Source: an optimization exercise on an open RTL-to-GDS flow (aim: small area). Production flows keep margins and buffers that such runs may drop.
In this exercise RTL edits were held to simulation tests only and were not proved equivalent to the original.
The clock input has no modelled driver; a real chip could not lean on it and would need a root buffer or a full tree.
Power and IR drop assume default switching activity.

==> flow/design.v <==
module cpu_aoi222(a0, s0, a1, s1, a2, s2, y);
input a0, s0, a1, s1, a2, s2;
output y;
assign y = ~((a0 & s0) | (a1 & s1) | (a2 & s2));
endmodule
module cpu_cmux(bus, s, sel_s, a, seln_n, y);
input bus, s, sel_s, a, seln_n;
output y;
assign y = bus | (s & sel_s) | (~a & ~seln_n);
endmodule
module cpu_addbit(a, b, x, y, ci, s, co);
input a, b, x, y, ci;
output s, co;
wire q = b ? x : y;
assign {co, s} = a + q + ci;
endmodule
module cpu_xor2(a, b, y);
input a, b;
output y;
assign y = a ^ b;
endmodule
module cpu_nor2(a, b, y);
input a, b;
output y;
assign y = ~(a | b);
endmodule
module cpu_nand3(a, b, c, y);
input a, b, c;
output y;
assign y = ~(a & b & c);
endmodule
module cpu_nand2(a, b, y);
input a, b;
output y;
assign y = ~(a & b);
endmodule
module cpu_dec(n, en_r, en_w, rs, we);
input [3:0] n;
input en_r, en_w;
output [15:0] rs, we;
wire [3:0] nn = ~n;
wire [3:0] lo_n, hr_n, hw_n;
genvar j, k;
generate for (j = 0; j < 4; j = j + 1) begin : g_pre
	cpu_nand2 u_lo(.a(j[0] ? n[0] : nn[0]), .b(j[1] ? n[1] : nn[1]), .y(lo_n[j]));
	cpu_nand3 u_hr(.a(j[0] ? n[2] : nn[2]), .b(j[1] ? n[3] : nn[3]), .c(en_r), .y(hr_n[j]));
	cpu_nand3 u_hw(.a(j[0] ? n[2] : nn[2]), .b(j[1] ? n[3] : nn[3]), .c(en_w), .y(hw_n[j]));
end endgenerate
generate for (k = 0; k < 16; k = k + 1) begin : g_out
	cpu_nor2 u_r(.a(hr_n[k/4]), .b(lo_n[k%4]), .y(rs[k]));
	cpu_nor2 u_w(.a(hw_n[k/4]), .b(lo_n[k%4]), .y(we[k]));
end endgenerate
endmodule
module cpu(out, in, clk, reset);
input  [7:0] in;
input        clk, reset;
output [7:0] out;
reg  [7:0] out_q;   
reg        z;       
assign out = out_q & {8{~z}};
reg  [7:0] reg_a, reg_b, reg_c;
reg  [7:0] mem [0:15];
reg  [3:0] op;      
reg  [3:0] n;       
reg        s1, s0;
wire ex    = ~s0;
wire two_c = s1;
wire [3:0] enc_in = {in[7], in[6], in[5] ^ in[4], in[4]};
wire o1;                                                   
cpu_xor2 u_o1(.a(op[1]), .b(op[0]), .y(o1));
wire op_alu = ex & ~op[3] & ~(op[2] & o1);                
wire op_add = ex & ~op[3] & ~(op[2] & (op[1] | op[0]));   
wire op_not = ex & (op == 4'b0111);    
wire op_lda = ex & (op == 4'b0110);    
wire op_ldb = ex & (op == 4'b0101);    
wire op_sti = ex & (op == 4'b1000);    
wire op_stc = ex & (op == 4'b1011);    
wire op_ldm = ex & (op == 4'b1010);    
wire op_outc= ex & (op == 4'b1001);    
wire op_outm= ex & (op == 4'b1100);    
wire op_ac  = ex & (op == 4'b1111);    
wire op_bc  = ex & (op == 4'b1110);    
wire op_nop = ex & (op == 4'b1101);    
wire add_x = ~op[1];
wire add_y = op[0];
wire cin   = op[2] | op[1];
wire [8:0] c;
wire [7:0] sum;
assign c[0] = cin;
genvar i, b;
generate for (i = 0; i < 8; i = i + 1) begin : g_add
	cpu_addbit u_add(.a(reg_a[i]), .b(reg_b[i]), .x(add_x), .y(add_y),
	                 .ci(c[i]), .s(sum[i]), .co(c[i+1]));
end endgenerate
wire nr = ~reset;
wire sel_in  = nr & (op_lda | op_ldb | op_sti);
wire sel_c   = nr & (op_stc | op_outc | op_ac | op_bc);
wire sel_add = nr & op_add;
wire seln_not = ~(nr & op_not);
wire sel_mem = nr & (op_ldm | op_outm);
wire [15:0] rs, we;
wire wr_mem = op_sti | op_stc;
cpu_dec u_dec(.n(n), .en_r(sel_mem), .en_w(wr_mem), .rs(rs), .we(we));
wire [7:0] bus;
wire [7:0] c_in;
generate for (b = 0; b < 8; b = b + 1) begin : g_bus
	wire [5:0] g;
	for (i = 0; i < 5; i = i + 1) begin : g_m
		cpu_aoi222 u_m(.a0(mem[3*i][b]),   .s0(rs[3*i]),
		               .a1(mem[3*i+1][b]), .s1(rs[3*i+1]),
		               .a2(mem[3*i+2][b]), .s2(rs[3*i+2]), .y(g[i]));
	end
	cpu_aoi222 u_r(.a0(in[b]), .s0(sel_in), .a1(reg_c[b]), .s1(sel_c),
	               .a2(mem[15][b]), .s2(rs[15]), .y(g[5]));
	assign bus[b] = ~&g;
	cpu_cmux u_c(.bus(bus[b]), .s(sum[b]), .sel_s(sel_add), .a(reg_a[b]),
	             .seln_n(seln_not), .y(c_in[b]));
end endgenerate
wire ld_a   = reset | op_lda | op_ac;
wire ld_b   = reset | op_ldb | op_bc;
wire ld_c   = reset | op_alu | op_ldm;
wire ld_out = op_outc | op_outm;
wire z_nx   = reset | op_sti | op_stc | op_ldm | op_outm | op_nop | (z & ~two_c & ~op_outc);
wire s1_nx = nr & op_outm;
wire s0_nx = reset | op_lda | op_ldb | op_sti | op_ldm | op_outm;
always @(posedge clk) begin
	s1 <= s1_nx;
	s0 <= s0_nx;
	op <= enc_in;
	n <= in[3:0];
	if (ld_a)   reg_a <= bus;
	if (ld_b)   reg_b <= bus;
	if (ld_c)   reg_c <= c_in;
	if (ld_out) out_q <= bus;
	z <= z_nx;
end
generate for (i = 0; i < 16; i = i + 1) begin : g_mem
	always @(posedge clk)
		if (we[i]) mem[i] <= bus;
end endgenerate
endmodule
export LEC_CHECK = 0
export CAP_MARGIN = 20
export CORE_MARGIN = 2
export CORE_UTILIZATION = 50
export SLEW_MARGIN = 20
export SYNTH_HIERARCHICAL = 1
create_clock -name core_clock -period 5.0 [get_ports {clk}]
standard.sh (not shown) runs the stock make flow with config.mk's settings and CLKGATE_MAP_FILE= SYNTH_SCRIPT=/design/flow/synth_recipe.tcl, a recipe that flattens the netlist after the stock synthesis.
==> flow/flow/run.sh <==
#!/bin/bash
# The standard ORFS layout (standard.sh), steered through ORFS's own variables:
#  - port buffers are buf_1 (the smallest buffer) instead of the resizer's pick;
#  - after floorplan, every combinational cell is swapped to the smallest cell
#    of its family (flow/downsize.tcl); later repair steps upsize where needed;
#  - the clock tree is a root clkbuf_8 driving 10 clkbuf_8 leaves, one per
#    cluster of nearby flip-flops (flow/cts_hook.tcl, flow/mycts.tcl), in place
#    of TritonCTS; the rest of the CTS step (legalisation, repair) is ORFS's;
#  - power recovery (downsizing off the critical paths) after global routing.
set -euo pipefail
here=$(pwd)
export BUFFER_PORTS_ARGS="-buffer_cell sky130_fd_sc_hd__buf_1"
export POST_FLOORPLAN_TCL="$here/flow/downsize.tcl"
export PRE_CTS_TCL="$here/flow/cts_hook.tcl"
export RECOVER_POWER=100
bash standard.sh > standard.log 2>&1
Other scripts of this flow, unchanged in this note and not shown: flow/flow/cts_hook.tcl, flow/flow/downsize.tcl, flow/flow/mycts.tcl
==> next run, changes <==
- CORE_UTILIZATION: 50 -> 55
Outcome:
- synthesized cell count is unchanged
- design area goes down slightly
- die area is lower by a little under a tenth
- worst setup slack got worse by 14 ps
- via count is about the same
- worst hold slack is worse by 25 ps
- critical path depth does not change
- final cell count falls by a few percent
- core utilization is higher by 5.1 points
- first-iteration DRC count goes down by roughly a tenth
- global-route usage went up by 2.2 points
==> next run, changes <==
- GPL_TIMING_DRIVEN: not set -> 0
Effect: Sequential power stays flat; setup slack gets worse by 14 ps; design area barely changes; global-route usage went down by 0.23 points; synthesized area is unchanged; cell count went down by 1.1%; via count went down by 2.8%; combinational power stays flat.
No run of this note takes its clock network from TritonCTS; it comes from the design's own scripts or RTL.

[what the ideal ports hide]
No port has a modelled driver above. Below, the same layouts with a new extraction and two added sets of constraints.
Step 1, drivers: a clkbuf_16 drives clk and a buf_2 each remaining input, both assumed.
Step 2, shift: input delay + t, output delay - t, t = (earliest + latest rising clock arrival at the registers) / 2. This alone moves slack from input paths to output paths.
Three values: no drivers, after step 1, after step 2; two values: the first two.
| run | t (ns) | setup slack, ns | worst register clock-pin slew, ns |
|---|---|---|---|
| the first run | 0.461 | 0.286 / 0.286 / 0.286 | 0.12 / 0.12 |
| the second run | 0.453 | 0.272 / 0.272 / 0.255 | 0.12 / 0.12 |
| the third run | 0.466 | 0.258 / 0.258 / 0.258 | 0.11 / 0.11 |
After both steps every run listed still meets setup and hold. The setup slack of the second run, which loses most, moves by 0.000 ns with the drivers and by -0.017 ns with both steps.
